Context: an optimization exercise on an open-source flow, tuned for small area, a short achievable clock period and few clock cycles per item. The choices shown serve that exercise and are no tape-out recipe. Function was checked by simulation only, so behaviour that the tests miss may differ from the original.

<file path="flow/flow/run.sh">
#!/bin/bash
# Layout flow: the standard layout (standard.sh, all ORFS steps from
# synthesis to the routed layout), except that the input and output port
# buffers are inserted as sky130_fd_sc_hd__buf_4 rather than the flow's
# default choice. Every port still gets its own buffer.
set -euo pipefail
export BUFFER_PORTS_ARGS="-buffer_cell sky130_fd_sc_hd__buf_4"
bash standard.sh > standard_flow.log 2>&1
</file>
<file path="flow/standard.sh">
#!/bin/bash
# synth_recipe.tcl (not shown) runs the flow's synth.tcl, then flattens the netlist and writes it again
# the make line also repeats each setting of config.mk as NAME=value (left out here)
make -C /OpenROAD-flow-scripts/flow DESIGN_CONFIG=/design/flow/config.mk WORK_HOME=/design/flow/orfs CLKGATE_MAP_FILE= SYNTH_SCRIPT=/design/flow/synth_recipe.tcl "${@:-finish}"
</file>
<file path="flow/config.mk">
export PLATFORM = sky130hd
export DESIGN_NAME = systolic_array_integration
export DESIGN_NICKNAME = systolic_array_integration
export VERILOG_FILES = /design/flow/design.v
export SDC_FILE = /design/flow/constraint.sdc
export NUM_CORES = 4
export LEC_CHECK = 0
export CAP_MARGIN = 70
export CORE_MARGIN = 2
export CORE_UTILIZATION = 60
export PLACE_DENSITY = 0.75
export SLEW_MARGIN = 70
export SYNTH_HIERARCHICAL = 1
</file>
<file path="flow/constraint.sdc">
create_clock -name core_clock -period 12.0 [get_ports {clk}]
set_input_delay 2.4000 -clock core_clock [delete_from_list [all_inputs] [get_ports {clk}]]
set_output_delay 2.4000 -clock core_clock [all_outputs]
set_load 0.01 [all_outputs]
</file>
<file path="flow/design.v">
module PE (
    input  wire        clk,
    input  wire        reset,
    input  wire [31:0] a_next,  
    input  wire [5:0]  hv_next,  
    input  wire [31:0] w_next,   
    output wire [31:0] a_now,   
    output reg  [31:0] result
);
  wire [15:0] one, two, neg;
  skid_buffer booth (.clk(clk), .en(&hv_next), .w(w_next), .one(one), .two(two), .neg(neg));
  reg  [31:0] a;
  always @(posedge clk) a <= a_next;
  assign a_now = a;
  reg  [31:0] acc0;
  reg  [30:0] acc1;
  reg  [30:0] acc2;
  reg  [9:0] acc_x;
  wire [30:0] ar0 = acc0[30:0];
  wire [30:0] ar1 = acc1;
  wire [30:0] ar2 = acc2;
  wire as31 = acc0[31];
  wire [31:0] pp0 = (({32{one[0]}} & a[31:0]) | ({32{two[0]}} & {a[30:0], 1'b0})) ^ {32{neg[0]}};
  wire [29:0] pp1 = (({30{one[1]}} & a[29:0]) | ({30{two[1]}} & {a[28:0], 1'b0})) ^ {30{neg[1]}};
  wire [27:0] pp2 = (({28{one[2]}} & a[27:0]) | ({28{two[2]}} & {a[26:0], 1'b0})) ^ {28{neg[2]}};
  wire [25:0] pp3 = (({26{one[3]}} & a[25:0]) | ({26{two[3]}} & {a[24:0], 1'b0})) ^ {26{neg[3]}};
  wire [23:0] pp4 = (({24{one[4]}} & a[23:0]) | ({24{two[4]}} & {a[22:0], 1'b0})) ^ {24{neg[4]}};
  wire [21:0] pp5 = (({22{one[5]}} & a[21:0]) | ({22{two[5]}} & {a[20:0], 1'b0})) ^ {22{neg[5]}};
  wire [19:0] pp6 = (({20{one[6]}} & a[19:0]) | ({20{two[6]}} & {a[18:0], 1'b0})) ^ {20{neg[6]}};
  wire [17:0] pp7 = (({18{one[7]}} & a[17:0]) | ({18{two[7]}} & {a[16:0], 1'b0})) ^ {18{neg[7]}};
  wire [15:0] pp8 = (({16{one[8]}} & a[15:0]) | ({16{two[8]}} & {a[14:0], 1'b0})) ^ {16{neg[8]}};
  wire [13:0] pp9 = (({14{one[9]}} & a[13:0]) | ({14{two[9]}} & {a[12:0], 1'b0})) ^ {14{neg[9]}};
  wire [11:0] pp10 = (({12{one[10]}} & a[11:0]) | ({12{two[10]}} & {a[10:0], 1'b0})) ^ {12{neg[10]}};
  wire [9:0] pp11 = (({10{one[11]}} & a[9:0]) | ({10{two[11]}} & {a[8:0], 1'b0})) ^ {10{neg[11]}};
  wire [7:0] pp12 = (({8{one[12]}} & a[7:0]) | ({8{two[12]}} & {a[6:0], 1'b0})) ^ {8{neg[12]}};
  wire [5:0] pp13 = (({6{one[13]}} & a[5:0]) | ({6{two[13]}} & {a[4:0], 1'b0})) ^ {6{neg[13]}};
  wire [3:0] pp14 = (({4{one[14]}} & a[3:0]) | ({4{two[14]}} & {a[2:0], 1'b0})) ^ {4{neg[14]}};
  wire t30 = one[15] & a[0];
  wire t31 = (one[15] & (a[1] ^ (neg[15] & a[0]))) | (two[15] & a[0]);
  wire s1, k2;
  assign {k2, s1} = pp0[18] + pp1[16];
  wire s3, k4;
  assign {k4, s3} = pp0[19] + pp1[17];
  wire s5, k6;
  assign s5 = pp0[20] ^ pp1[18] ^ pp2[16];
  assign k6 = (pp0[20] ^ pp1[18]) ? pp2[16] : pp0[20];
  wire s7, k8;
  assign {k8, s7} = pp3[14] + pp4[12];
  wire s9, k10;
  assign s9 = pp0[21] ^ pp1[19] ^ pp2[17];
  assign k10 = (pp0[21] ^ pp1[19]) ? pp2[17] : pp0[21];
  wire s11, k12;
  assign {k12, s11} = pp3[15] + pp4[13];
  wire s13, k14;
  assign s13 = pp0[22] ^ pp1[20] ^ pp2[18];
  assign k14 = (pp0[22] ^ pp1[20]) ? pp2[18] : pp0[22];
  wire s15, k16;
  assign s15 = pp3[16] ^ pp4[14] ^ pp5[12];
  assign k16 = (pp3[16] ^ pp4[14]) ? pp5[12] : pp3[16];
  wire s17, k18;
  assign {k18, s17} = pp6[10] + pp7[8];
  wire s19, k20;
  assign s19 = pp0[23] ^ pp1[21] ^ pp2[19];
  assign k20 = (pp0[23] ^ pp1[21]) ? pp2[19] : pp0[23];
  wire s21, k22;
  assign s21 = pp3[17] ^ pp4[15] ^ pp5[13];
  assign k22 = (pp3[17] ^ pp4[15]) ? pp5[13] : pp3[17];
  wire s23, k24;
  assign {k24, s23} = pp6[11] + pp7[9];
  wire s25, k26;
  assign s25 = pp0[24] ^ pp1[22] ^ pp2[20];
  assign k26 = (pp0[24] ^ pp1[22]) ? pp2[20] : pp0[24];
  wire s27, k28;
  assign s27 = pp3[18] ^ pp4[16] ^ pp5[14];
  assign k28 = (pp3[18] ^ pp4[16]) ? pp5[14] : pp3[18];
  wire s29, k30;
  assign s29 = pp6[12] ^ pp7[10] ^ pp8[8];
  assign k30 = (pp6[12] ^ pp7[10]) ? pp8[8] : pp6[12];
  wire s31, k32;
  assign {k32, s31} = pp9[6] + pp10[4];
  wire s33, k34;
  assign s33 = pp0[25] ^ pp1[23] ^ pp2[21];
  assign k34 = (pp0[25] ^ pp1[23]) ? pp2[21] : pp0[25];
  wire s35, k36;
  assign s35 = pp3[19] ^ pp4[17] ^ pp5[15];
  assign k36 = (pp3[19] ^ pp4[17]) ? pp5[15] : pp3[19];
  wire s37, k38;
  assign s37 = pp6[13] ^ pp7[11] ^ pp8[9];
  assign k38 = (pp6[13] ^ pp7[11]) ? pp8[9] : pp6[13];
  wire s39, k40;
  assign {k40, s39} = pp9[7] + pp10[5];
  wire s41, k42;
  assign s41 = pp0[26] ^ pp1[24] ^ pp2[22];
  assign k42 = (pp0[26] ^ pp1[24]) ? pp2[22] : pp0[26];
  wire s43, k44;
  assign s43 = pp3[20] ^ pp4[18] ^ pp5[16];
  assign k44 = (pp3[20] ^ pp4[18]) ? pp5[16] : pp3[20];
  wire s45, k46;
  assign s45 = pp6[14] ^ pp7[12] ^ pp8[10];
  assign k46 = (pp6[14] ^ pp7[12]) ? pp8[10] : pp6[14];
  wire s47, k48;
  assign s47 = pp9[8] ^ pp10[6] ^ pp11[4];
  assign k48 = (pp9[8] ^ pp10[6]) ? pp11[4] : pp9[8];
  wire s49, k50;
  assign {k50, s49} = pp12[2] + pp13[0];
  wire s51, k52;
  assign s51 = pp0[27] ^ pp1[25] ^ pp2[23];
  assign k52 = (pp0[27] ^ pp1[25]) ? pp2[23] : pp0[27];
  wire s53, k54;
  assign s53 = pp3[21] ^ pp4[19] ^ pp5[17];
  assign k54 = (pp3[21] ^ pp4[19]) ? pp5[17] : pp3[21];
  wire s55, k56;
  assign s55 = pp6[15] ^ pp7[13] ^ pp8[11];
  assign k56 = (pp6[15] ^ pp7[13]) ? pp8[11] : pp6[15];
  wire s57, k58;
  assign s57 = pp9[9] ^ pp10[7] ^ pp11[5];
  assign k58 = (pp9[9] ^ pp10[7]) ? pp11[5] : pp9[9];
  wire s59, k60;
  assign {k60, s59} = pp12[3] + pp13[1];
  wire s61, k62;
  assign s61 = pp0[28] ^ pp1[26] ^ pp2[24];
  assign k62 = (pp0[28] ^ pp1[26]) ? pp2[24] : pp0[28];
  wire s63, k64;
  assign s63 = pp3[22] ^ pp4[20] ^ pp5[18];
  assign k64 = (pp3[22] ^ pp4[20]) ? pp5[18] : pp3[22];
  wire s65, k66;
  assign s65 = pp6[16] ^ pp7[14] ^ pp8[12];
  assign k66 = (pp6[16] ^ pp7[14]) ? pp8[12] : pp6[16];
  wire s67, k68;
  assign s67 = pp9[10] ^ pp10[8] ^ pp11[6];
  assign k68 = (pp9[10] ^ pp10[8]) ? pp11[6] : pp9[10];
  wire s69, k70;
  assign s69 = pp12[4] ^ pp13[2] ^ pp14[0];
  assign k70 = (pp12[4] ^ pp13[2]) ? pp14[0] : pp12[4];
  wire s71, k72;
  assign {k72, s71} = neg[14] + ar0[28];
  wire s73, k74;
  assign s73 = pp0[29] ^ pp1[27] ^ pp2[25];
  assign k74 = (pp0[29] ^ pp1[27]) ? pp2[25] : pp0[29];
  wire s75, k76;
  assign s75 = pp3[23] ^ pp4[21] ^ pp5[19];
  assign k76 = (pp3[23] ^ pp4[21]) ? pp5[19] : pp3[23];
  wire s77, k78;
  assign s77 = pp6[17] ^ pp7[15] ^ pp8[13];
  assign k78 = (pp6[17] ^ pp7[15]) ? pp8[13] : pp6[17];
  wire s79, k80;
  assign s79 = pp9[11] ^ pp10[9] ^ pp11[7];
  assign k80 = (pp9[11] ^ pp10[9]) ? pp11[7] : pp9[11];
  wire s81, k82;
  assign s81 = pp12[5] ^ pp13[3] ^ pp14[1];
  assign k82 = (pp12[5] ^ pp13[3]) ? pp14[1] : pp12[5];
  wire s83, k84;
  assign {k84, s83} = ar0[29] + ar1[29];
  wire s85, k86;
  assign s85 = pp0[30] ^ pp1[28] ^ pp2[26];
  assign k86 = (pp0[30] ^ pp1[28]) ? pp2[26] : pp0[30];
  wire s87, k88;
  assign s87 = pp3[24] ^ pp4[22] ^ pp5[20];
  assign k88 = (pp3[24] ^ pp4[22]) ? pp5[20] : pp3[24];
  wire s89, k90;
  assign s89 = pp6[18] ^ pp7[16] ^ pp8[14];
  assign k90 = (pp6[18] ^ pp7[16]) ? pp8[14] : pp6[18];
  wire s91, k92;
  assign s91 = pp9[12] ^ pp10[10] ^ pp11[8];
  assign k92 = (pp9[12] ^ pp10[10]) ? pp11[8] : pp9[12];
  wire s93, k94;
  assign s93 = pp12[6] ^ pp13[4] ^ pp14[2];
  assign k94 = (pp12[6] ^ pp13[4]) ? pp14[2] : pp12[6];
  wire s95, k96;
  assign s95 = t30 ^ ar0[30] ^ ar1[30];
  assign k96 = (t30 ^ ar0[30]) ? ar1[30] : t30;
  wire s97, k98;
  assign {k98, s97} = pp0[10] + pp1[8];
  wire s99, k100;
  assign {k100, s99} = pp0[11] + pp1[9];
  wire s101, k102;
  assign {k102, s101} = pp0[12] + pp1[10] + pp2[8];
  wire s103, k104;
  assign {k104, s103} = pp3[6] + pp4[4];
  wire s105, k106;
  assign {k106, s105} = pp0[13] + pp1[11] + pp2[9];
  wire s107, k108;
  assign {k108, s107} = pp3[7] + pp4[5];
  wire s109, k110;
  assign {k110, s109} = pp0[14] + pp1[12] + pp2[10];
  wire s111, k112;
  assign {k112, s111} = pp3[8] + pp4[6] + pp5[4];
  wire s113, k114;
  assign {k114, s113} = pp6[2] + pp7[0];
  wire s115, k116;
  assign {k116, s115} = pp0[15] + pp1[13] + pp2[11];
  wire s117, k118;
  assign {k118, s117} = pp3[9] + pp4[7] + pp5[5];
  wire s119, k120;
  assign {k120, s119} = pp6[3] + pp7[1];
  wire s121, k122;
  assign {k122, s121} = pp0[16] + pp1[14] + pp2[12];
  wire s123, k124;
  assign {k124, s123} = pp3[10] + pp4[8] + pp5[6];
  wire s125, k126;
  assign {k126, s125} = pp6[4] + pp7[2] + pp8[0];
  wire s127, k128;
  assign {k128, s127} = neg[8] + ar0[16];
  wire s129, k130;
  assign {k130, s129} = pp0[17] + pp1[15] + pp2[13];
  wire s131, k132;
  assign {k132, s131} = pp3[11] + pp4[9] + pp5[7];
  wire s133, k134;
  assign {k134, s133} = pp6[5] + pp7[3] + pp8[1];
  wire s135, k136;
  assign {k136, s135} = ar0[17] + ar1[17];
  wire s137, k138;
  assign {k138, s137} = s1 + pp2[14] + pp3[12];
  wire s139, k140;
  assign {k140, s139} = pp4[10] + pp5[8] + pp6[6];
  wire s141, k142;
  assign {k142, s141} = pp7[4] + pp8[2] + pp9[0];
  wire s143, k144;
  assign {k144, s143} = neg[9] + ar0[18] + ar1[18];
  wire s145, k146;
  assign {k146, s145} = s3 + pp2[15] + pp3[13];
  wire s147, k148;
  assign {k148, s147} = pp4[11] + pp5[9] + pp6[7];
  wire s149, k150;
  assign {k150, s149} = pp7[5] + pp8[3] + pp9[1];
  wire s151, k152;
  assign {k152, s151} = ar0[19] + ar1[19] + ar2[19];
  wire s153, k154;
  assign {k154, s153} = s5 + s7 + pp5[10];
  wire s155, k156;
  assign {k156, s155} = pp6[8] + pp7[6] + pp8[4];
  wire s157, k158;
  assign {k158, s157} = pp9[2] + pp10[0] + neg[10];
  wire s159, k160;
  assign {k160, s159} = ar0[20] + ar1[20] + ar2[20];
  wire s161, k162;
  assign {k162, s161} = s9 + s11 + pp5[11];
  wire s163, k164;
  assign {k164, s163} = pp6[9] + pp7[7] + pp8[5];
  wire s165, k166;
  assign {k166, s165} = pp9[3] + pp10[1] + ar0[21];
  wire s167, k168;
  assign {k168, s167} = ar1[21] + ar2[21] + k6;
  wire s169, k170;
  assign {k170, s169} = s13 + s15 + s17;
  wire s171, k172;
  assign {k172, s171} = pp8[6] + pp9[4] + pp10[2];
  wire s173, k174;
  assign {k174, s173} = pp11[0] + neg[11] + ar0[22];
  wire s175, k176;
  assign {k176, s175} = ar1[22] + ar2[22] + k10;
  wire s177, k178;
  assign {k178, s177} = s19 + s21 + s23;
  wire s179, k180;
  assign {k180, s179} = pp8[7] + pp9[5] + pp10[3];
  wire s181, k182;
  assign {k182, s181} = pp11[1] + ar0[23] + ar1[23];
  wire s183, k184;
  assign {k184, s183} = ar2[23] + k14 + k16;
  wire s185, k186;
  assign {k186, s185} = s25 + s27 + s29;
  wire s187, k188;
  assign {k188, s187} = s31 + pp11[2] + pp12[0];
  wire s189, k190;
  assign {k190, s189} = neg[12] + ar0[24] + ar1[24];
  wire s191, k192;
  assign {k192, s191} = ar2[24] + k20 + k22;
  wire s193, k194;
  assign {k194, s193} = s33 + s35 + s37;
  wire s195, k196;
  assign {k196, s195} = s39 + pp11[3] + pp12[1];
  wire s197, k198;
  assign {k198, s197} = ar0[25] + ar1[25] + ar2[25];
  wire s199, k200;
  assign {k200, s199} = k26 + k28 + k30;
  wire s201, k202;
  assign {k202, s201} = s41 + s43 + s45;
  wire s203, k204;
  assign {k204, s203} = s47 + s49 + neg[13];
  wire s205, k206;
  assign {k206, s205} = ar0[26] + ar1[26] + ar2[26];
  wire s207, k208;
  assign {k208, s207} = k34 + k36 + k38;
  wire s209, k210;
  assign {k210, s209} = s51 + s53 + s55;
  wire s211, k212;
  assign {k212, s211} = s57 + s59 + ar0[27];
  wire s213, k214;
  assign {k214, s213} = ar1[27] + ar2[27] + k42;
  wire s215, k216;
  assign {k216, s215} = k44 + k46 + k48;
  wire s217, k218;
  assign {k218, s217} = s61 + s63 + s65;
  wire s219, k220;
  assign {k220, s219} = s67 + s69 + s71;
  wire s221, k222;
  assign {k222, s221} = ar1[28] + ar2[28] + k52;
  wire s223, k224;
  assign {k224, s223} = k54 + k56 + k58;
  wire s225, k226;
  assign {k226, s225} = s73 + s75 + s77;
  wire s227, k228;
  assign {k228, s227} = s79 + s81 + s83;
  wire s229, k230;
  assign {k230, s229} = ar2[29] + k62 + k64;
  wire s231, k232;
  assign {k232, s231} = k66 + k68 + k70;
  wire s233, k234;
  assign {k234, s233} = s85 + s87 + s89;
  wire s235, k236;
  assign {k236, s235} = s91 + s93 + s95;
  wire s237, k238;
  assign {k238, s237} = ar2[30] + k74 + k76;
  wire s239, k240;
  assign {k240, s239} = k78 + k80 + k82;
  wire s241, k242;
  assign {k242, s241} = pp0[4] + pp1[2];
  wire s243, k244;
  assign {k244, s243} = pp0[5] + pp1[3];
  wire s245, k246;
  assign {k246, s245} = pp0[6] + pp1[4] + pp2[2];
  wire s247, k248;
  assign {k248, s247} = pp3[0] + neg[3];
  wire s249, k250;
  assign {k250, s249} = pp0[7] + pp1[5] + pp2[3];
  wire s251, k252;
  assign {k252, s251} = pp3[1] + ar0[7];
  wire s253, k254;
  assign {k254, s253} = pp0[8] + pp1[6] + pp2[4];
  wire s255, k256;
  assign {k256, s255} = pp3[2] + pp4[0] + neg[4];
  wire s257, k258;
  assign {k258, s257} = ar0[8] + ar1[8];
  wire s259, k260;
  assign {k260, s259} = pp0[9] + pp1[7] + pp2[5];
  wire s261, k262;
  assign {k262, s261} = pp3[3] + pp4[1] + ar0[9];
  wire s263, k264;
  assign {k264, s263} = ar1[9] + ar2[9];
  wire s265, k266;
  assign {k266, s265} = s97 + pp2[6] + pp3[4];
  wire s267, k268;
  assign {k268, s267} = pp4[2] + pp5[0] + neg[5];
  wire s269, k270;
  assign {k270, s269} = ar0[10] + ar1[10] + ar2[10];
  wire s271, k272;
  assign {k272, s271} = s99 + pp2[7] + pp3[5];
  wire s273, k274;
  assign {k274, s273} = pp4[3] + pp5[1] + ar0[11];
  wire s275, k276;
  assign {k276, s275} = ar1[11] + ar2[11] + k98;
  wire s277, k278;
  assign {k278, s277} = s101 + s103 + pp5[2];
  wire s279, k280;
  assign {k280, s279} = pp6[0] + neg[6] + ar0[12];
  wire s281, k282;
  assign {k282, s281} = ar1[12] + ar2[12] + k100;
  wire s283, k284;
  assign {k284, s283} = s105 + s107 + pp5[3];
  wire s285, k286;
  assign {k286, s285} = pp6[1] + ar0[13] + ar1[13];
  wire s287, k288;
  assign {k288, s287} = ar2[13] + k102 + k104;
  wire s289, k290;
  assign {k290, s289} = s109 + s111 + s113;
  wire s291, k292;
  assign {k292, s291} = neg[7] + ar0[14] + ar1[14];
  wire s293, k294;
  assign {k294, s293} = ar2[14] + k106 + k108;
  wire s295, k296;
  assign {k296, s295} = s115 + s117 + s119;
  wire s297, k298;
  assign {k298, s297} = ar0[15] + ar1[15] + ar2[15];
  wire s299, k300;
  assign {k300, s299} = k110 + k112 + k114;
  wire s301, k302;
  assign {k302, s301} = s121 + s123 + s125;
  wire s303, k304;
  assign {k304, s303} = s127 + ar1[16] + ar2[16];
  wire s305, k306;
  assign {k306, s305} = k116 + k118 + k120;
  wire s307, k308;
  assign {k308, s307} = s129 + s131 + s133;
  wire s309, k310;
  assign {k310, s309} = s135 + ar2[17] + k122;
  wire s311, k312;
  assign {k312, s311} = k124 + k126 + k128;
  wire s313, k314;
  assign {k314, s313} = s137 + s139 + s141;
  wire s315, k316;
  assign {k316, s315} = s143 + ar2[18] + k130;
  wire s317, k318;
  assign {k318, s317} = k132 + k134 + k136;
  wire s319, k320;
  assign {k320, s319} = s145 + s147 + s149;
  wire s321, k322;
  assign {k322, s321} = s151 + k2 + k138;
  wire s323, k324;
  assign {k324, s323} = k140 + k142 + k144;
  wire s325, k326;
  assign {k326, s325} = s153 + s155 + s157;
  wire s327, k328;
  assign {k328, s327} = s159 + k4 + k146;
  wire s329, k330;
  assign {k330, s329} = k148 + k150 + k152;
  wire s331, k332;
  assign {k332, s331} = s161 + s163 + s165;
  wire s333, k334;
  assign {k334, s333} = s167 + k8 + k154;
  wire s335, k336;
  assign {k336, s335} = k156 + k158 + k160;
  wire s337, k338;
  assign {k338, s337} = s169 + s171 + s173;
  wire s339, k340;
  assign {k340, s339} = s175 + k12 + k162;
  wire s341, k342;
  assign {k342, s341} = k164 + k166 + k168;
  wire s343, k344;
  assign {k344, s343} = s177 + s179 + s181;
  wire s345, k346;
  assign {k346, s345} = s183 + k18 + k170;
  wire s347, k348;
  assign {k348, s347} = k172 + k174 + k176;
  wire s349, k350;
  assign {k350, s349} = s185 + s187 + s189;
  wire s351, k352;
  assign {k352, s351} = s191 + k24 + k178;
  wire s353, k354;
  assign {k354, s353} = k180 + k182 + k184;
  wire s355, k356;
  assign {k356, s355} = s193 + s195 + s197;
  wire s357, k358;
  assign {k358, s357} = s199 + k32 + k186;
  wire s359, k360;
  assign {k360, s359} = k188 + k190 + k192;
  wire s361, k362;
  assign {k362, s361} = s201 + s203 + s205;
  wire s363, k364;
  assign {k364, s363} = s207 + k40 + k194;
  wire s365, k366;
  assign {k366, s365} = k196 + k198 + k200;
  wire s367, k368;
  assign {k368, s367} = s209 + s211 + s213;
  wire s369, k370;
  assign {k370, s369} = s215 + k50 + k202;
  wire s371, k372;
  assign {k372, s371} = k204 + k206 + k208;
  wire s373, k374;
  assign {k374, s373} = s217 + s219 + s221;
  wire s375, k376;
  assign {k376, s375} = s223 + k60 + k210;
  wire s377, k378;
  assign {k378, s377} = k212 + k214 + k216;
  wire s379, k380;
  assign {k380, s379} = s225 + s227 + s229;
  wire s381, k382;
  assign {k382, s381} = s231 + k72 + k218;
  wire s383, k384;
  assign {k384, s383} = k220 + k222 + k224;
  wire s385, k386;
  assign {k386, s385} = s233 + s235 + s237;
  wire s387, k388;
  assign {k388, s387} = s239 + k84 + k226;
  wire s389, k390;
  assign {k390, s389} = k228 + k230 + k232;
  wire s391, k392;
  assign {k392, s391} = pp0[0] + neg[0];
  wire s393, k394;
  assign {k394, s393} = pp0[1] + ar0[1];
  wire s395, k396;
  assign {k396, s395} = pp0[2] + pp1[0] + neg[1];
  wire s397, k398;
  assign {k398, s397} = ar0[2] + ar1[2];
  wire s399, k400;
  assign {k400, s399} = pp0[3] + pp1[1] + ar0[3];
  wire s401, k402;
  assign {k402, s401} = ar1[3] + ar2[3];
  wire s403, k404;
  assign {k404, s403} = s241 + pp2[0] + neg[2];
  wire s405, k406;
  assign {k406, s405} = ar0[4] + ar1[4] + ar2[4];
  wire s407, k408;
  assign {k408, s407} = s243 + pp2[1] + ar0[5];
  wire s409, k410;
  assign {k410, s409} = ar1[5] + ar2[5] + k242;
  wire s411, k412;
  assign {k412, s411} = s245 + s247 + ar0[6];
  wire s413, k414;
  assign {k414, s413} = ar1[6] + ar2[6] + k244;
  wire s415, k416;
  assign {k416, s415} = s249 + s251 + ar1[7];
  wire s417, k418;
  assign {k418, s417} = ar2[7] + k246 + k248;
  wire s419, k420;
  assign {k420, s419} = s253 + s255 + s257;
  wire s421, k422;
  assign {k422, s421} = ar2[8] + k250 + k252;
  wire s423, k424;
  assign {k424, s423} = s259 + s261 + s263;
  wire s425, k426;
  assign {k426, s425} = k254 + k256 + k258;
  wire s427, k428;
  assign {k428, s427} = s265 + s267 + s269;
  wire s429, k430;
  assign {k430, s429} = k260 + k262 + k264;
  wire s431, k432;
  assign {k432, s431} = s271 + s273 + s275;
  wire s433, k434;
  assign {k434, s433} = k266 + k268 + k270;
  wire s435, k436;
  assign {k436, s435} = s277 + s279 + s281;
  wire s437, k438;
  assign {k438, s437} = k272 + k274 + k276;
  wire s439, k440;
  assign {k440, s439} = s283 + s285 + s287;
  wire s441, k442;
  assign {k442, s441} = k278 + k280 + k282;
  wire s443, k444;
  assign {k444, s443} = s289 + s291 + s293;
  wire s445, k446;
  assign {k446, s445} = k284 + k286 + k288;
  wire s447, k448;
  assign {k448, s447} = s295 + s297 + s299;
  wire s449, k450;
  assign {k450, s449} = k290 + k292 + k294;
  wire s451, k452;
  assign {k452, s451} = s301 + s303 + s305;
  wire s453, k454;
  assign {k454, s453} = k296 + k298 + k300;
  wire s455, k456;
  assign {k456, s455} = s307 + s309 + s311;
  wire s457, k458;
  assign {k458, s457} = k302 + k304 + k306;
  wire s459, k460;
  assign {k460, s459} = s313 + s315 + s317;
  wire s461, k462;
  assign {k462, s461} = k308 + k310 + k312;
  wire s463, k464;
  assign {k464, s463} = s319 + s321 + s323;
  wire s465, k466;
  assign {k466, s465} = k314 + k316 + k318;
  wire s467, k468;
  assign {k468, s467} = s325 + s327 + s329;
  wire s469, k470;
  assign {k470, s469} = k320 + k322 + k324;
  wire s471, k472;
  assign {k472, s471} = s331 + s333 + s335;
  wire s473, k474;
  assign {k474, s473} = k326 + k328 + k330;
  wire s475, k476;
  assign {k476, s475} = s337 + s339 + s341;
  wire s477, k478;
  assign {k478, s477} = k332 + k334 + k336;
  wire s479, k480;
  assign {k480, s479} = s343 + s345 + s347;
  wire s481, k482;
  assign {k482, s481} = k338 + k340 + k342;
  wire s483, k484;
  assign {k484, s483} = s349 + s351 + s353;
  wire s485, k486;
  assign {k486, s485} = k344 + k346 + k348;
  wire s487, k488;
  assign {k488, s487} = s355 + s357 + s359;
  wire s489, k490;
  assign {k490, s489} = k350 + k352 + k354;
  wire s491, k492;
  assign {k492, s491} = s361 + s363 + s365;
  wire s493, k494;
  assign {k494, s493} = k356 + k358 + k360;
  wire s495, k496;
  assign {k496, s495} = s367 + s369 + s371;
  wire s497, k498;
  assign {k498, s497} = k362 + k364 + k366;
  wire s499, k500;
  assign {k500, s499} = s373 + s375 + s377;
  wire s501, k502;
  assign {k502, s501} = k368 + k370 + k372;
  wire s503, k504;
  assign {k504, s503} = s379 + s381 + s383;
  wire s505, k506;
  assign {k506, s505} = k374 + k376 + k378;
  wire s507, k508;
  assign {k508, s507} = s385 + s387 + s389;
  wire s509, k510;
  assign {k510, s509} = k380 + k382 + k384;
  wire s511, k512;
  assign {k512, s511} = s391 + ar0[0];
  wire s513, k514;
  assign s513 = s393 ^ ar1[1] ^ ar2[1];
  assign k514 = (s393 ^ ar1[1]) ? ar2[1] : s393;
  wire s515, k516;
  assign s515 = s395 ^ s397 ^ ar2[2];
  assign k516 = (s395 ^ s397) ? ar2[2] : s395;
  wire s517, k518;
  assign s517 = s399 ^ s401 ^ k396;
  assign k518 = (s399 ^ s401) ? k396 : s399;
  wire s519, k520;
  assign s519 = s403 ^ s405 ^ k400;
  assign k520 = (s403 ^ s405) ? k400 : s403;
  wire s521, k522;
  assign s521 = s407 ^ s409 ^ k404;
  assign k522 = (s407 ^ s409) ? k404 : s407;
  wire s523, k524;
  assign s523 = s411 ^ s413 ^ k408;
  assign k524 = (s411 ^ s413) ? k408 : s411;
  wire s525, k526;
  assign s525 = s415 ^ s417 ^ k412;
  assign k526 = (s415 ^ s417) ? k412 : s415;
  wire s527, k528;
  assign s527 = s419 ^ s421 ^ k416;
  assign k528 = (s419 ^ s421) ? k416 : s419;
  wire s529, k530;
  assign s529 = s423 ^ s425 ^ k420;
  assign k530 = (s423 ^ s425) ? k420 : s423;
  wire s531, k532;
  assign s531 = s427 ^ s429 ^ k424;
  assign k532 = (s427 ^ s429) ? k424 : s427;
  wire s533, k534;
  assign s533 = s431 ^ s433 ^ k428;
  assign k534 = (s431 ^ s433) ? k428 : s431;
  wire s535, k536;
  assign s535 = s435 ^ s437 ^ k432;
  assign k536 = (s435 ^ s437) ? k432 : s435;
  wire s537, k538;
  assign s537 = s439 ^ s441 ^ k436;
  assign k538 = (s439 ^ s441) ? k436 : s439;
  wire s539, k540;
  assign s539 = s443 ^ s445 ^ k440;
  assign k540 = (s443 ^ s445) ? k440 : s443;
  wire s541, k542;
  assign s541 = s447 ^ s449 ^ k444;
  assign k542 = (s447 ^ s449) ? k444 : s447;
  wire s543, k544;
  assign s543 = s451 ^ s453 ^ k448;
  assign k544 = (s451 ^ s453) ? k448 : s451;
  wire s545, k546;
  assign s545 = s455 ^ s457 ^ k452;
  assign k546 = (s455 ^ s457) ? k452 : s455;
  wire s547, k548;
  assign s547 = s459 ^ s461 ^ k456;
  assign k548 = (s459 ^ s461) ? k456 : s459;
  wire s549, k550;
  assign s549 = s463 ^ s465 ^ k460;
  assign k550 = (s463 ^ s465) ? k460 : s463;
  wire s551, k552;
  assign s551 = s467 ^ s469 ^ k464;
  assign k552 = (s467 ^ s469) ? k464 : s467;
  wire s553, k554;
  assign s553 = s471 ^ s473 ^ k468;
  assign k554 = (s471 ^ s473) ? k468 : s471;
  wire s555, k556;
  assign s555 = s475 ^ s477 ^ k472;
  assign k556 = (s475 ^ s477) ? k472 : s475;
  wire s557, k558;
  assign s557 = s479 ^ s481 ^ k476;
  assign k558 = (s479 ^ s481) ? k476 : s479;
  wire s559, k560;
  assign s559 = s483 ^ s485 ^ k480;
  assign k560 = (s483 ^ s485) ? k480 : s483;
  wire s561, k562;
  assign s561 = s487 ^ s489 ^ k484;
  assign k562 = (s487 ^ s489) ? k484 : s487;
  wire s563, k564;
  assign s563 = s491 ^ s493 ^ k488;
  assign k564 = (s491 ^ s493) ? k488 : s491;
  wire s565, k566;
  assign s565 = s495 ^ s497 ^ k492;
  assign k566 = (s495 ^ s497) ? k492 : s495;
  wire s567, k568;
  assign s567 = s499 ^ s501 ^ k496;
  assign k568 = (s499 ^ s501) ? k496 : s499;
  wire s569, k570;
  assign s569 = s503 ^ s505 ^ k500;
  assign k570 = (s503 ^ s505) ? k500 : s503;
  wire s571, k572;
  assign s571 = s507 ^ s509 ^ k504;
  assign k572 = (s507 ^ s509) ? k504 : s507;
  wire top = pp0[31] ^ pp1[29] ^ pp2[27] ^ pp3[25] ^ pp4[23] ^ pp5[21] ^ pp6[19] ^ pp7[17] ^ pp8[15] ^ pp9[13] ^ pp10[11] ^ pp11[9] ^ pp12[7] ^ pp13[5] ^ pp14[3] ^ t31 ^ as31 ^ k86 ^ k88 ^ k90 ^ k92 ^ k94 ^ k96 ^ acc_x[0] ^ acc_x[1] ^ acc_x[2] ^ acc_x[3] ^ acc_x[4] ^ acc_x[5] ^ acc_x[6] ^ acc_x[7] ^ acc_x[8] ^ acc_x[9];
  wire [31:0] nxt0 = {top, s571, s569, s567, s565, s563, s561, s559, s557, s555, s553, s551, s549, s547, s545, s543, s541, s539, s537, s535, s533, s531, s529, s527, s525, s523, s521, s519, s517, s515, s513, s511};
  wire [30:0] nxt1 = {k506, k502, k498, k494, k490, k486, k482, k478, k474, k470, k466, k462, k458, k454, k450, k446, k442, k438, k434, k430, k426, k422, k418, k414, k410, k406, k402, k398, k394, k392, ar1[0]};
  wire [30:0] nxt2 = {k570, k568, k566, k564, k562, k560, k558, k556, k554, k552, k550, k548, k546, k544, k542, k540, k538, k536, k534, k532, k530, k528, k526, k524, k522, k520, k518, k516, k514, k512, ar2[0]};
  wire [9:0] nxt_x = {k572, k510, k508, k390, k388, k386, k240, k238, k236, k234};
  always @(posedge clk or posedge reset) begin
    if (reset) begin
      acc0  <= 32'd0;
      acc1  <= 31'd0;
      acc2  <= 31'd0;
      acc_x <= 10'd0;
    end else begin
      acc0  <= nxt0;
      acc1  <= nxt1;
      acc2  <= nxt2;
      acc_x <= nxt_x;
    end
  end
  wire [31:0] u0 = acc0;
  wire [31:0] u1 = {^acc_x, acc1};
  wire [31:0] u2 = {1'b0, acc2};
  wire [31:0] ra = u0 ^ u1 ^ u2;
  wire [31:0] rb = {((u0[30:0] & u1[30:0]) | (u0[30:0] & u2[30:0]) | (u1[30:0] & u2[30:0])), 1'b0};
  wire [31:0] rg = ra & rb;
  wire [31:0] rp = ra ^ rb;
  wire cg1 = rg[1] | (rp[1] & rg[0]);
  wire cg2 = rg[3] | (rp[3] & rg[2]);
  wire cp2 = rp[3] & rp[2];
  wire cg3 = rg[5] | (rp[5] & rg[4]);
  wire cp3 = rp[5] & rp[4];
  wire cg4 = rg[7] | (rp[7] & rg[6]);
  wire cp4 = rp[7] & rp[6];
  wire cg5 = rg[9] | (rp[9] & rg[8]);
  wire cp5 = rp[9] & rp[8];
  wire cg6 = rg[11] | (rp[11] & rg[10]);
  wire cp6 = rp[11] & rp[10];
  wire cg7 = rg[13] | (rp[13] & rg[12]);
  wire cp7 = rp[13] & rp[12];
  wire cg8 = rg[15] | (rp[15] & rg[14]);
  wire cp8 = rp[15] & rp[14];
  wire cg9 = rg[17] | (rp[17] & rg[16]);
  wire cp9 = rp[17] & rp[16];
  wire cg10 = rg[19] | (rp[19] & rg[18]);
  wire cp10 = rp[19] & rp[18];
  wire cg11 = rg[21] | (rp[21] & rg[20]);
  wire cp11 = rp[21] & rp[20];
  wire cg12 = rg[23] | (rp[23] & rg[22]);
  wire cp12 = rp[23] & rp[22];
  wire cg13 = rg[25] | (rp[25] & rg[24]);
  wire cp13 = rp[25] & rp[24];
  wire cg14 = rg[27] | (rp[27] & rg[26]);
  wire cp14 = rp[27] & rp[26];
  wire cg15 = rg[29] | (rp[29] & rg[28]);
  wire cp15 = rp[29] & rp[28];
  wire cg16 = rg[31] | (rp[31] & rg[30]);
  wire cg17 = rg[2] | (rp[2] & cg1);
  wire cp17 = rp[2] & rp[1];
  wire cg18 = cg2 | (cp2 & cg1);
  wire cp18 = cp2 & rp[1];
  wire cg19 = rg[6] | (rp[6] & cg3);
  wire cp19 = rp[6] & cp3;
  wire cg20 = cg4 | (cp4 & cg3);
  wire cp20 = cp4 & cp3;
  wire cg21 = rg[10] | (rp[10] & cg5);
  wire cp21 = rp[10] & cp5;
  wire cg22 = cg6 | (cp6 & cg5);
  wire cp22 = cp6 & cp5;
  wire cg23 = rg[14] | (rp[14] & cg7);
  wire cp23 = rp[14] & cp7;
  wire cg24 = cg8 | (cp8 & cg7);
  wire cp24 = cp8 & cp7;
  wire cg25 = rg[18] | (rp[18] & cg9);
  wire cp25 = rp[18] & cp9;
  wire cg26 = cg10 | (cp10 & cg9);
  wire cp26 = cp10 & cp9;
  wire cg27 = rg[22] | (rp[22] & cg11);
  wire cp27 = rp[22] & cp11;
  wire cg28 = cg12 | (cp12 & cg11);
  wire cp28 = cp12 & cp11;
  wire cg29 = rg[26] | (rp[26] & cg13);
  wire cp29 = rp[26] & cp13;
  wire cg30 = cg14 | (cp14 & cg13);
  wire cp30 = cp14 & cp13;
  wire cg31 = rg[30] | (rp[30] & cg15);
  wire cp31 = rp[30] & cp15;
  wire cg32 = cg16 | (rp[31] & cg15);
  wire cg33 = rg[4] | (rp[4] & cg18);
  wire cp33 = rp[4] & cp18;
  wire cg34 = cg3 | (cp3 & cg18);
  wire cp34 = cp3 & cp18;
  wire cg35 = cg19 | (cp19 & cg18);
  wire cp35 = cp19 & cp18;
  wire cg36 = cg20 | (cp20 & cg18);
  wire cp36 = cp20 & cp18;
  wire cg37 = rg[12] | (rp[12] & cg22);
  wire cp37 = rp[12] & cp22;
  wire cg38 = cg7 | (cp7 & cg22);
  wire cp38 = cp7 & cp22;
  wire cg39 = cg23 | (cp23 & cg22);
  wire cp39 = cp23 & cp22;
  wire cg40 = cg24 | (cp24 & cg22);
  wire cp40 = cp24 & cp22;
  wire cg41 = rg[20] | (rp[20] & cg26);
  wire cp41 = rp[20] & cp26;
  wire cg42 = cg11 | (cp11 & cg26);
  wire cp42 = cp11 & cp26;
  wire cg43 = cg27 | (cp27 & cg26);
  wire cp43 = cp27 & cp26;
  wire cg44 = cg28 | (cp28 & cg26);
  wire cp44 = cp28 & cp26;
  wire cg45 = rg[28] | (rp[28] & cg30);
  wire cp45 = rp[28] & cp30;
  wire cg46 = cg15 | (cp15 & cg30);
  wire cp46 = cp15 & cp30;
  wire cg47 = cg31 | (cp31 & cg30);
  wire cp47 = cp31 & cp30;
  wire cg48 = cg32 | (rp[31] & cg30);
  wire cg49 = rg[8] | (rp[8] & cg36);
  wire cp49 = rp[8] & cp36;
  wire cg50 = cg5 | (cp5 & cg36);
  wire cp50 = cp5 & cp36;
  wire cg51 = cg21 | (cp21 & cg36);
  wire cp51 = cp21 & cp36;
  wire cg52 = cg22 | (cp22 & cg36);
  wire cp52 = cp22 & cp36;
  wire cg53 = cg37 | (cp37 & cg36);
  wire cp53 = cp37 & cp36;
  wire cg54 = cg38 | (cp38 & cg36);
  wire cp54 = cp38 & cp36;
  wire cg55 = cg39 | (cp39 & cg36);
  wire cp55 = cp39 & cp36;
  wire cg56 = cg40 | (cp40 & cg36);
  wire cp56 = cp40 & cp36;
  wire cg57 = rg[24] | (rp[24] & cg44);
  wire cp57 = rp[24] & cp44;
  wire cg58 = cg13 | (cp13 & cg44);
  wire cp58 = cp13 & cp44;
  wire cg59 = cg29 | (cp29 & cg44);
  wire cp59 = cp29 & cp44;
  wire cg60 = cg30 | (cp30 & cg44);
  wire cp60 = cp30 & cp44;
  wire cg61 = cg45 | (cp45 & cg44);
  wire cp61 = cp45 & cp44;
  wire cg62 = cg46 | (cp46 & cg44);
  wire cp62 = cp46 & cp44;
  wire cg63 = cg47 | (cp47 & cg44);
  wire cp63 = cp47 & cp44;
  wire cg64 = cg48 | (rp[31] & cg44);
  wire cg65 = rg[16] | (rp[16] & cg56);
  wire cp65 = rp[16] & cp56;
  wire cg66 = cg9 | (cp9 & cg56);
  wire cp66 = cp9 & cp56;
  wire cg67 = cg25 | (cp25 & cg56);
  wire cp67 = cp25 & cp56;
  wire cg68 = cg26 | (cp26 & cg56);
  wire cp68 = cp26 & cp56;
  wire cg69 = cg41 | (cp41 & cg56);
  wire cp69 = cp41 & cp56;
  wire cg70 = cg42 | (cp42 & cg56);
  wire cp70 = cp42 & cp56;
  wire cg71 = cg43 | (cp43 & cg56);
  wire cp71 = cp43 & cp56;
  wire cg72 = cg44 | (cp44 & cg56);
  wire cp72 = cp44 & cp56;
  wire cg73 = cg57 | (cp57 & cg56);
  wire cp73 = cp57 & cp56;
  wire cg74 = cg58 | (cp58 & cg56);
  wire cp74 = cp58 & cp56;
  wire cg75 = cg59 | (cp59 & cg56);
  wire cp75 = cp59 & cp56;
  wire cg76 = cg60 | (cp60 & cg56);
  wire cp76 = cp60 & cp56;
  wire cg77 = cg61 | (cp61 & cg56);
  wire cp77 = cp61 & cp56;
  wire cg78 = cg62 | (cp62 & cg56);
  wire cp78 = cp62 & cp56;
  wire cg79 = cg63 | (cp63 & cg56);
  wire cp79 = cp63 & cp56;
  wire cg80 = cg64 | (rp[31] & cg56);
  wire [31:0] sum = rp ^ {cg79, cg78, cg77, cg76, cg75, cg74, cg73, cg72, cg71, cg70, cg69, cg68, cg67, cg66, cg65, cg56, cg55, cg54, cg53, cg52, cg51, cg50, cg49, cg36, cg35, cg34, cg33, cg18, cg17, cg1, rg[0], 1'b0};
  always @(posedge clk) result <= sum;
endmodule
module skid_buffer (
    input  wire        clk,
    input  wire        en,
    input  wire [31:0] w,
    output reg  [15:0] one,
    output reg  [15:0] two,
    output reg  [15:0] neg
);
    wire [32:0] wx = {w, 1'b0};
    integer i;
    always @(posedge clk) begin
        for (i = 0; i < 16; i = i + 1) begin
            one[i] <= en & (wx[2*i+1] ^ wx[2*i]);
            two[i] <= en & ((wx[2*i+2] & ~wx[2*i+1] & ~wx[2*i]) | (~wx[2*i+2] & wx[2*i+1] & wx[2*i]));
            neg[i] <= wx[2*i+2] & ~(wx[2*i+1] & wx[2*i]);
        end
    end
endmodule
module sync_fifo #(
    parameter OWN_HEAD = 1
) (
    input  wire        clk,
    input  wire        reset,
    input  wire        s_valid,
    output wire        s_ready,
    input  wire [31:0] s_data,
    input  wire        pop,
    output wire        hv_next,
    output wire        hold,
    output wire [31:0] head_next,
    input  wire [31:0] head_in
);
    reg [1:0]  taken;    
    reg        ready;    
    reg [1:0]  n;        
    reg [31:0] q1, q2;
    wire [31:0] q0;          
    assign s_ready = ready;
    wire       push   = s_valid & (taken != 2'd3);    
    wire [1:0] m      = n - {1'b0, pop};    
    wire [1:0] n_next = m + {1'b0, push};
    assign hold      = n[1] | (n[0] & ~pop);    
    assign hv_next   = push | hold;              
    assign head_next = (push && m == 2'd0) ? s_data : (pop ? q1 : q0);
    always @(posedge clk or posedge reset) begin
        if (reset) begin
            taken <= 2'd0;
            ready <= 1'b1;
            n     <= 2'd0;
        end else begin
            if (push) taken <= taken + 2'd1;
            ready <= ~((taken == 2'd3) | (push & (taken == 2'd2)));
            n <= n_next;
        end
    end
    generate
        if (OWN_HEAD) begin : own
            reg [31:0] h;
            always @(posedge clk) h <= head_next;
            assign q0 = h;
        end else begin : ext
            assign q0 = head_in;
        end
    endgenerate
    always @(posedge clk) begin
        if (push && m == 2'd1)  q1 <= s_data;
        else if (pop)           q1 <= q2;
        if (push && m == 2'd2)  q2 <= s_data;
    end
endmodule
module systolic_array_integration #(
    parameter DATA_WIDTH = 32,
    parameter M = 3
) (
    input  wire clk,
    input  wire reset,
    input  wire start,
    input  wire [M-1:0]              s_valid_w,
    output wire [M-1:0]              s_ready_w,
    input  wire [M*DATA_WIDTH-1:0]   s_data_w,
    input  wire [M-1:0]              s_valid_a,
    output wire [M-1:0]              s_ready_a,
    input  wire [M*DATA_WIDTH-1:0]   s_data_a,
    output wire [M*M*DATA_WIDTH-1:0] result_out,
    output reg done
);
    wire [M-1:0] hvn_w, hvn_a;
    wire [M-1:0] hold_unused_w, hold_unused_a;
    wire [31:0]  hn_w [0:M-1];    
    wire [31:0]  hn_a [0:M-1];
    wire [31:0]  ha   [0:M-1];    
    wire [5:0]   hv_cell = {hvn_w, hvn_a} & {6{~reset}};
    reg  [1:0] step;       
    reg        fire;       
    reg        started;
    genvar i, j;
    generate
        for (i = 0; i < M; i = i + 1) begin : lane
            sync_fifo #(.OWN_HEAD(1)) wq (
                .clk(clk), .reset(reset),
                .s_valid(s_valid_w[i]), .s_ready(s_ready_w[i]),
                .s_data(s_data_w[i*32 +: 32]),
                .pop(fire), .hv_next(hvn_w[i]), .hold(hold_unused_w[i]),
                .head_next(hn_w[i]), .head_in(32'd0));
            sync_fifo #(.OWN_HEAD(0)) aq (
                .clk(clk), .reset(reset),
                .s_valid(s_valid_a[i]), .s_ready(s_ready_a[i]),
                .s_data(s_data_a[i*32 +: 32]),
                .pop(fire), .hv_next(hvn_a[i]), .hold(hold_unused_a[i]),
                .head_next(hn_a[i]), .head_in(ha[i]));
        end
        for (i = 0; i < M; i = i + 1) begin : row
            for (j = 0; j < M; j = j + 1) begin : col
                wire [31:0] a_now;
                PE pe_unit (
                    .clk(clk), .reset(reset),
                    .a_next(hn_a[i]),
                    .hv_next(hv_cell), .w_next(hn_w[j]),
                    .a_now(a_now),
                    .result(result_out[(i*M+j)*32 +: 32]));
                if (j == 0) begin : head
                    assign ha[i] = a_now;
                end
            end
        end
    endgenerate
    always @(posedge clk or posedge reset) begin
        if (reset) begin
            step    <= 2'd0;
            fire    <= 1'b0;
            started <= 1'b0;
            done    <= 1'b0;
        end else begin
            fire <= &hv_cell;
            if (fire) step <= step + 2'd1;
            if (start) started <= 1'b1;
            if ((start | started) && step == 2'd3)
                done <= 1'b1;
        end
    end
endmodule
</file>
==> summary.txt, run 1 <==
Clock network
  • Root Driver: clkbuf_16
  • Post-CTS Resized: 0
  • Clock Latency Late Sink: 0.97 ns
  • Post-CTS Hold Buffers: 0
  • Clock sinks: 2,441
  • CTS tree: built
  • Clock Path Buffers: 4
  • Clock-pin slew on the worst setup and hold paths: 0.06 ns
  • Postcts setup bufs: 0
  • Total CTS buffers: 280
  • Htree depth: 5

Logic synthesis
  • Netlist Area Pre-Place: 0.194 sq mm
  • Post-synthesis average cell area: 10.8 sq um
  • Yosys warnings: 11
  • Mapped Nets: 20,762
  • Mapped Cells: 17,989

Finish
  • Commonest non-fill, non-tap cell in the layout: xnor2_1
  • Most frequent cells in the layout: xnor2_1 (2,448), a22oi_1 (2,295), fa_1 (1,881), inv_1 (1,787), xor2_1 (1,634)
  • Filler instances: 24,181
  • Layout area overhead: 11.2%
  • Final core occ: 0.672
  • Fin nets: 20,746
  • Layout cell share with drive strength beyond 1: 0.128
  • Design area: 0.216 sq mm

Placement
  • Dpl cell area: 0.205 sq mm
  • Placer Congestion: 0.992
  • DPL Wire Length: 432 mm
  • Buffers added on ports: 495

Worst setup path
  • Largest delay share family, worst path: flip-flops
  • Max Fanout on Critical Path: 1
  • Critical Path AT: 1.92 ns
  • FF-to-FF setup slack: 7.84 ns
  • CP Cell Sequence: buf_4
  • Worst R2R Start: fire
  • Worst Setup Path Type: reg2out
  • WP buf/inv: 1
  • Worst setup EP type: primary output
  • Worst R2R End: row[2].col[2].pe_unit.booth.one[8]
  • CP startpoint kind: register
  • WP depth: 1
  • Slowest stage cell, crit path: dfstp_2
  • Crit-path max cell delay: 0.79 ns
  • R2R depth: 14
  • Required time worst endpoint: 9.60 ns

Route
  • Final antenna-violating net count: 0
  • DR pass1 iterations: 10
  • Vias/cell: 6.24
  • DRC: 0
  • WL final: 606 mm
  • DR vias: 140,827
  • Routed len/inst: 26.9 microns
  • Initial DRC Count: 17,088

Floorplanning
  • Die ar.: 0.329 sq mm
  • Initial Utilization: 0.604
  • Die height: 573 microns
  • Width of the die: 573 microns
  • # IOs: 496
  • Core ar.: 0.322 sq mm
  • Site row count: 208

Timing
  • Slew Viols, Final: 0
  • Minimum clock period after layout: 4.32 ns
  • Setup-failing EPs final: 0
  • TNS Setup: 0 ns
  • Least-Margin Pin Slew: 0.529 ns
  • Tcrit/Tclk final: 0.360
  • Clock Skew: 0.0663 ns
  • Fin. Hold Viols: 0
  • Fmax: 0.232 GHz
  • RSZ-0062 raised after global routing: false
  • Max transition margin: 0.648

Min path
  • Worst Hold Launch: row[1].col[1].pe_unit.acc0[0]
  • Hold path depth: 0
  • Hold-critical path endpoint: row[1].col[1].pe_unit.result[0]
  • Hold Crit Class: reg2reg

Run status
  • Run status: timing/DRC/antenna clean

Run
  • Max-Cap Viols: 0

Global route
  • First-pass GRT wire length: 915 mm
  • GRT overflow: 0
  • Initial antenna violation count: 66
  • Vias in the first global route: 146,353
  • Pin count of the biggest net entering global routing: 65
  • GRT Total Usage: 0.366
-- worst reg2reg max path: cells and delay by family (launching register included) --
family	cells	cell delay [ns]
adders and majority gates	2	0.68
and+or+nand+nor	3	0.76
DFF	1	0.50
buffers and inverters	8	1.97
AOI/OAI and AO/OA	1	0.12
-- metal layers --
| metal | vias to the layer above | global-route usage | wire, microns |
|---|---|---|---|
| met5 | - | 0 | 266 |
| met4 | 20 | 0.226 | 45000 |
| met1 | 69908 | 0.464 | 222000 |
| met3 | 2270 | 0.108 | 73100 |
| li1 | 59745 | - | - |
| met2 | 8884 | 0.551 | 265000 |
-- registers in the layout, summed over array words and instances (netlist names), 144 cells and up --
| name | count |
|---|---|
| row.col.pe_unit.a | 288 |
| row.col.pe_unit.acc0 | 288 |
| row.col.pe_unit.acc1 | 270 |
| row.col.pe_unit.acc2 | 270 |
| row.col.pe_unit.booth.neg | 144 |
| row.col.pe_unit.booth.one | 144 |
| row.col.pe_unit.booth.two | 144 |
| row.col.pe_unit.result | 288 |
-- worst max-delay path by stage --
stage | to | slack, ns | startpoint
floorplan | row[0].col[0].pe_unit.acc0[0] | 6.92 | reset
global placement | row[1].col[2].pe_unit.booth.one[7] | 6.91 | fire
detailed placement | row[2].col[1].pe_unit.booth.two[2] | 7.13 | s_valid_w[1]
CTS | s_ready_a[2] | 7.74 | lane[2].aq.ready
global route | s_ready_a[2] | 7.66 | lane[2].aq.ready
finish | s_ready_a[2] | 7.68 | lane[2].aq.ready
-- stage by stage --
stage               std cells  hold WS (ns)  setup slack (ns)
finish                  22555         0.373              7.68
global route            22550         0.393              7.66
CTS                     22477         0.374              7.74
detailed placement      21958         0.361              7.13
global placement        21838         0.360              6.91
floorplan               17989         0.353              6.92
-- layout make-up --
class                           count  area [sq um]  share of cell area
Timing Repair Buffer             1010          9860              0.0456
Clock inverter                    129          1640             0.00760
Multi-Input combinational cell  12442        126000               0.583
Tap cell                         4305          5390              0.0249
Antenna cell                       40           100            0.000463
Clock buffer                      390          7970              0.0369
Inverter                         1798          6810              0.0315
Sequential cell                  2441         58300               0.270
Testbench counts, summed over its fixed seeds: cycles 3,360, items 480.
==> run 2: changes to the inputs <==
--- a/flow/config.mk
+++ b/flow/config.mk
@@ -9,4 +9,7 @@
 export CORE_MARGIN = 2
 export CORE_UTILIZATION = 60
+export CTS_BUF_LIST = sky130_fd_sc_hd__clkbuf_16
+export CTS_CLUSTER_DIAMETER = 80
+export CTS_CLUSTER_SIZE = 25
 export PLACE_DENSITY = 0.75
 export SLEW_MARGIN = 70
==> run 2 against run 1 <==
Against the previous run: via count is 0.86% lower; global-route usage down 0.44 points; flip-flop and latch count stayed put; sequential share of layout area increased by 0.52 points; clock skew grew 0.0043 ns; still clean.
==> summary.txt, run 2 <==
Run status
  • Run status: timing/DRC/antenna clean

Run
  • Max-Cap Viols: 0 (unchanged)

Route
  • Routed len/inst: 26.8 microns (-0.34%)
  • DR vias: 139,617 (-0.86%)
  • DRC: 0 (unchanged)
  • Initial DRC Count: 17,140 (+0.30%)
  • Final antenna-violating net count: 0 (unchanged)
  • Vias/cell: 6.25 (+0.12%)
  • WL final: 598 mm (-1.3%)
  • DR pass1 iterations: 10 (unchanged)

Logic synthesis
  • Mapped Nets: 20,762 (unchanged)
  • Yosys warnings: 11 (unchanged)
  • Mapped Cells: 17,989 (unchanged)
  • Post-synthesis average cell area: 10.8 sq um (unchanged)
  • Netlist Area Pre-Place: 0.194 sq mm (unchanged)

Floorplanning
  • Die ar.: 0.329 sq mm (unchanged)
  • Core ar.: 0.322 sq mm (unchanged)
  • Die height: 573 microns (unchanged)
  • Width of the die: 573 microns (unchanged)
  • Initial Utilization: 0.604 (unchanged)
  • Site row count: 208 (unchanged)
  • # IOs: 496 (unchanged)

Timing
  • Max transition margin: 0.646 (-0.00179)
  • RSZ-0062 raised after global routing: false
  • TNS Setup: 0 ns (unchanged)
  • Setup-failing EPs final: 0 (unchanged)
  • Least-Margin Pin Slew: 0.531 ns (+0.00269 ns)
  • Fin. Hold Viols: 0 (unchanged)
  • Fmax: 0.232 GHz (+0.12%)
  • Clock Skew: 0.0706 ns (+0.00430 ns)
  • Slew Viols, Final: 0 (unchanged)
  • Tcrit/Tclk final: 0.359 (-0.000429)
  • Minimum clock period after layout: 4.31 ns (-0.00515 ns)
  • Final Hold Slack: 0.382 ns (+0.00859 ns)

Finish
  • Final core occ: 0.660 (-0.0126)
  • Filler instances: 24,821 (+2.6%)
  • Most frequent cells in the layout: xnor2_1 (2,450), a22oi_1 (2,295), fa_1 (1,881), inv_1 (1,828), xor2_1 (1,636)
  • Layout area overhead: 9.15%
  • Layout Cells excl Fill: 22,335 (-0.98%)
  • Layout cell share with drive strength beyond 1: 0.119 (-0.00898)
  • Design area: 0.212 sq mm (-1.9%)
  • Commonest non-fill, non-tap cell in the layout: xnor2_1
  • Fin nets: 20,629 (-0.56%)
  • Top flop regs: row.col.pe_unit.a (288), row.col.pe_unit.acc0 (288), row.col.pe_unit.result (288)

Clock network
  • Total CTS buffers: 161 (-43%)
  • Clock Path Buffers: 4 (unchanged)
  • CTS tree: built
  • Post-CTS Hold Buffers: 0 (unchanged)
  • Post-CTS Resized: 0 (unchanged)
  • Clock Latency Late Sink: 0.95 ns (-0.02 ns)
  • Clock sinks: 2,441 (unchanged)
  • Postcts setup bufs: 0 (unchanged)
  • Clock-pin slew on the worst setup and hold paths: 0.10 ns (+0.04 ns)
  • Htree depth: 4 (-1)
  • Root Driver: clkbuf_16

Worst setup path
  • Required time worst endpoint: 9.60 ns (about the same)
  • Worst Setup Path Type: reg2out
  • CP startpoint kind: register
  • Setup crit start: lane[2].aq.ready
  • Worst setup EP type: primary output
  • Largest delay share family, worst path: flip-flops
  • CP Cell Sequence: buf_4
  • WP buf/inv: 1 (unchanged)
  • Max Fanout on Critical Path: 1 (unchanged)
  • Worst R2R Start: fire
  • Crit-path max cell delay: 0.77 ns (-0.02 ns)
  • Slowest stage cell, crit path: dfstp_2
  • Critical Path AT: 1.91 ns (about the same)

Global route
  • First-pass GRT wire length: 904 mm (-1.2%)
  • GRT Total Usage: 0.362 (-0.00437)
  • Initial antenna violation count: 57 (-14%)
  • Vias in the first global route: 143,817 (-1.7%)
  • Pin count of the biggest net entering global routing: 65 (unchanged)
  • GRT overflow: 0 (unchanged)

Placement
  • DPL Wire Length: 432 mm (unchanged)
  • Buffers added on ports: 495 (unchanged)
  • Placed insts: 21,958 (unchanged)
  • Dpl cell area: 0.205 sq mm (unchanged)
  • Placer Congestion: 0.992 (unchanged)

Min path
  • Worst Hold Launch: row[1].col[1].pe_unit.acc0[0]
  • Hold Crit Class: reg2reg
## run 2: stage by stage
stage          setup slack, ns
6_report                  7.69
4_1_cts                   7.72
3_3_place_gp              6.91
3_5_place_dp              7.13
5_1_grt                   7.68
2_1_floorplan             6.92
## run 2: worst paths after layout
kind / end / slack (ns) / cells after the start
hold / removal: row[1].col[1].pe_unit.result[0] / 0.38 / 0
min in group asynchronous: lane[0].wq.n[1] / 1.52 / 2
hold reg to reg: row[1].col[1].pe_unit.result[0] / 0.38 / 0
setup / recovery: s_ready_a[2] / 7.69 / 1
setup reg to reg: row[2].col[2].pe_unit.booth.one[8] / 7.87 / 14
max in group asynchronous: row[0].col[2].pe_unit.acc0[15] / 9.15 / 6
## run 2: layout make-up
class                      count  area, sq um  area share
antenna                       43          108    0.000507
clock buffer                 167         4180      0.0197
clock inverter               127         1380     0.00650
inverter                    1798         6810      0.0321
multi-input combinational  12442       126000       0.594
sequential                  2441        58300       0.275
tap                         4305         5390      0.0254
timing repair buffer        1012         9910      0.0467
## run 2: metal layers
metal | up-vias | routed length [microns] | GRT usage
li1 | 59444 | - | -
met1 | 69424 | 220000 | 0.463
met2 | 8566 | 263000 | 0.546
met3 | 2171 | 71100 | 0.100
met4 | 12 | 43600 | 0.221
met5 | - | 138 | 0
==> run 3: changes to the inputs <==
--- a/flow/design.v
+++ b/flow/design.v
@@ -884,5 +884,5 @@
     output wire        s_ready,
     input  wire [31:0] s_data,
-    input  wire        pop,
+    input  wire        pop_next,    
     output wire        hv_next,
     output wire        hold,
@@ -893,4 +893,5 @@
     reg        ready;    
     reg [1:0]  n;        
+    reg        pop;      
     reg [31:0] q1, q2;
     wire [31:0] q0;          
@@ -907,8 +908,10 @@
             ready <= 1'b1;
             n     <= 2'd0;
+            pop   <= 1'b0;
         end else begin
             if (push) taken <= taken + 2'd1;
             ready <= ~((taken == 2'd3) | (push & (taken == 2'd2)));
             n <= n_next;
+            pop <= pop_next;
         end
     end
@@ -960,5 +963,5 @@
                 .s_valid(s_valid_w[i]), .s_ready(s_ready_w[i]),
                 .s_data(s_data_w[i*32 +: 32]),
-                .pop(fire), .hv_next(hvn_w[i]), .hold(hold_unused_w[i]),
+                .pop_next(&hv_cell), .hv_next(hvn_w[i]), .hold(hold_unused_w[i]),
                 .head_next(hn_w[i]), .head_in(32'd0));
             sync_fifo #(.OWN_HEAD(0)) aq (
@@ -966,5 +969,5 @@
                 .s_valid(s_valid_a[i]), .s_ready(s_ready_a[i]),
                 .s_data(s_data_a[i*32 +: 32]),
-                .pop(fire), .hv_next(hvn_a[i]), .hold(hold_unused_a[i]),
+                .pop_next(&hv_cell), .hv_next(hvn_a[i]), .hold(hold_unused_a[i]),
                 .head_next(hn_a[i]), .head_in(ha[i]));
         end
==> run 3 against run 2 <==
Against the previous run: still clean; routed wire length decreased by 3.3%; sequential share of layout area increased by 0.12 points; area after synthesis increased by 0.11%; synthesized cell count about the same; hold slack got worse by 0.0053 ns; worst setup slack improved by 0.12 ns; count of clock-buffer cells in the layout decreased by 4; die area increased by 0.10%; register-to-register slack improved by 0.06 ns; global-route usage decreased by 1.3 points.
==> summary.txt, run 3 <==
Run
  • Max-Cap Viols: 0 (unchanged)

Timing
  • Setup-failing EPs final: 0 (unchanged)
  • Slew Viols, Final: 0 (unchanged)
  • Fin. Hold Viols: 0 (unchanged)
  • Fmax: 0.239 GHz (+2.9%)
  • Final Hold Slack: 0.376 ns (-0.00534 ns)
  • Tcrit/Tclk final: 0.349 (-0.0101)
  • TNS Setup: 0 ns (unchanged)
  • RSZ-0062 raised after global routing: false
  • Clock Skew: 0.0544 ns (-0.0162 ns)
  • Max transition margin: 0.664 (+0.0177)
  • Minimum clock period after layout: 4.19 ns (-0.121 ns)
  • Least-Margin Pin Slew: 0.501 ns (-0.0302 ns)

Global route
  • Vias in the first global route: 141,663 (-1.5%)
  • Pin count of the biggest net entering global routing: 65 (unchanged)
  • First-pass GRT wire length: 876 mm (-3.1%)
  • GRT Total Usage: 0.349 (-0.0127)
  • Initial antenna violation count: 59 (+3.5%)
  • GRT overflow: 0 (unchanged)

Worst setup path
  • Crit-path max cell delay: 0.68 ns (-0.09 ns)
  • Worst Setup Path Type: reg2out
  • Largest delay share family, worst path: flip-flops
  • CP startpoint kind: register
  • CP Cell Sequence: buf_4
  • Required time worst endpoint: 9.60 ns (about the same)
  • Slowest stage cell, crit path: dfstp_2
  • Worst setup EP type: primary output
  • Max Fanout on Critical Path: 1 (unchanged)
  • Critical Path AT: 1.79 ns (-0.12 ns)
  • WP buf/inv: 1 (unchanged)

Floorplanning
  • Initial Utilization: 0.602 (-0.00274)
  • Die height: 573 microns (about the same)
  • # IOs: 496 (unchanged)
  • Site row count: 209 (+0.48%)
  • Die ar.: 0.329 sq mm (+0.10%)
  • Width of the die: 573 microns (about the same)
  • Core ar.: 0.323 sq mm (+0.56%)

Finish
  • Fin nets: 20,609 (-0.097%)
  • Top flop regs: row.col.pe_unit.a (288), row.col.pe_unit.acc0 (288), row.col.pe_unit.result (288)
  • Register area: 0.0584 sq mm (+0.10%)
  • Most frequent cells in the layout: xnor2_1 (2,423), a22oi_1 (2,295), fa_1 (1,881), inv_1 (1,820), xor2_1 (1,654)
  • Commonest non-fill, non-tap cell in the layout: xnor2_1
  • Layout area overhead: 8.69%
  • Multi-input logic area: 0.126 sq mm (about the same)
  • Filler instances: 25,150 (+1.3%)
  • Layout cell share with drive strength beyond 1: 0.116 (-0.00264)

Route
  • DR pass1 iterations: 8 (-2)
  • WL final: 578 mm (-3.3%)
  • Routed len/inst: 25.9 microns (-3.3%)
  • Vias/cell: 6.15 (-1.6%)
  • DRC: 0 (unchanged)
  • DR vias: 137,458 (-1.5%)
  • Final antenna-violating net count: 0 (unchanged)
  • Initial DRC Count: 15,987 (-6.7%)

Clock network
  • Clock sinks: 2,447 (+0.25%)
  • CTS tree: built
  • Clock-pin slew on the worst setup and hold paths: 0.10 ns (about the same)
  • Total CTS buffers: 159 (-1.2%)
  • Clock Latency Late Sink: 0.94 ns (about the same)
  • Clock Path Buffers: 4 (unchanged)
  • Htree depth: 4 (unchanged)
  • Post-CTS Resized: 0 (unchanged)
  • Postcts setup bufs: 0 (unchanged)
  • Post-CTS Hold Buffers: 0 (unchanged)
  • Root Driver: clkbuf_16

Logic synthesis
  • Yosys warnings: 11 (unchanged)
  • Post-synthesis average cell area: 10.8 sq um (about the same)
  • Mapped Nets: 20,768 (+0.029%)
  • Mapped Cells: 17,995 (+0.033%)
  • Netlist Area Pre-Place: 0.195 sq mm (+0.11%)

Run status
  • Run status: timing/DRC/antenna clean

Min path
  • Hold Crit Class: reg2reg

Placement
  • Placer Congestion: 0.970 (-2.2%)
  • DPL Wire Length: 421 mm (-2.6%)
  • Buffers added on ports: 495 (unchanged)
==> run 3: area by class of cell <==
cell class | count | share of cell area
sequential | 2447 | 0.276
inverter | 1798 | 0.0322
timing repair buffer | 988 | 0.0436
clock buffer | 163 | 0.0193
tap | 4325 | 0.0256
clock inverter | 128 | 0.00655
multi-input combinational | 12442 | 0.596
antenna | 48 | 0.000568
==> run 3: stage by stage <==
step	worst slack (ns)	std cells	instance area (sq um)	utilization
after floorplan	6.92	17995	195000	-
after global placement	6.96	21877	201000	0.622
after detailed placement	7.16	21978	205000	0.634
after CTS	7.82	22269	211000	0.651
after global routing	7.77	22321	211000	0.654
final	7.81	22339	211000	0.654
==> run 3: metal layers <==
metal / GRT usage / wire (microns) / up-vias
met5: 0.000436 / 110 / -
met4: 0.198 / 37800 / 18
met3: 0.0951 / 65200 / 1808
met2: 0.518 / 251000 / 7951
met1: 0.462 / 224000 / 68311
li1: - / - / 59370
==> run 3: worst paths after layout <==
path,cells past startpoint,slack (ns),end,from
max,1,7.81,s_ready_a[1],lane[1].aq.ready
max in group asynchronous,7,9.02,row[0].col[1].pe_unit.acc1[12],reset
min in group asynchronous,2,1.58,lane[1].aq.n[1],reset
min reg2reg,0,0.38,row[1].col[2].pe_unit.result[0],row[1].col[2].pe_unit.acc0[0]
min,0,0.38,row[1].col[2].pe_unit.result[0],row[1].col[2].pe_unit.acc0[0]
max reg2reg,10,7.93,row[1].col[1].pe_unit.acc2[24],row[1].col[1].pe_unit.booth.one[0]
Testbench counts of run 3, summed over its fixed seeds: cycles 3,360, items 480.

[re-timing with driven ports]
Ports are ideal in the flow. The routed layouts listed here were re-timed in OpenROAD. Step 1: set_driving_cell puts a clkbuf_16 on clk and a buf_2 on each other input, an assumption about the parent block. Step 2 moves the port delays by t, midway between the first and last clock arrival at a register: inputs arrive t later, outputs are due t later. That takes back most of the time a late clock gives input paths. a / b / c = no drivers / after step 1 / after step 2; a / b = the first two.
run | t (ns) | setup WS [ns] | slew at the worst register clock pin (ns)
run 1 | 1.048 | 7.683 / 7.573 / 6.863 | 0.07 / 0.07
run 2 | 1.030 | 7.688 / 7.572 / 6.984 | 0.11 / 0.11
run 3 | 1.030 | 7.809 / 7.694 / 6.922 | 0.10 / 0.10
After both steps every run listed still meets setup and hold. For run 3, which loses most, drivers alone change the setup slack by -0.115 ns; drivers and shift together by -0.887 ns.
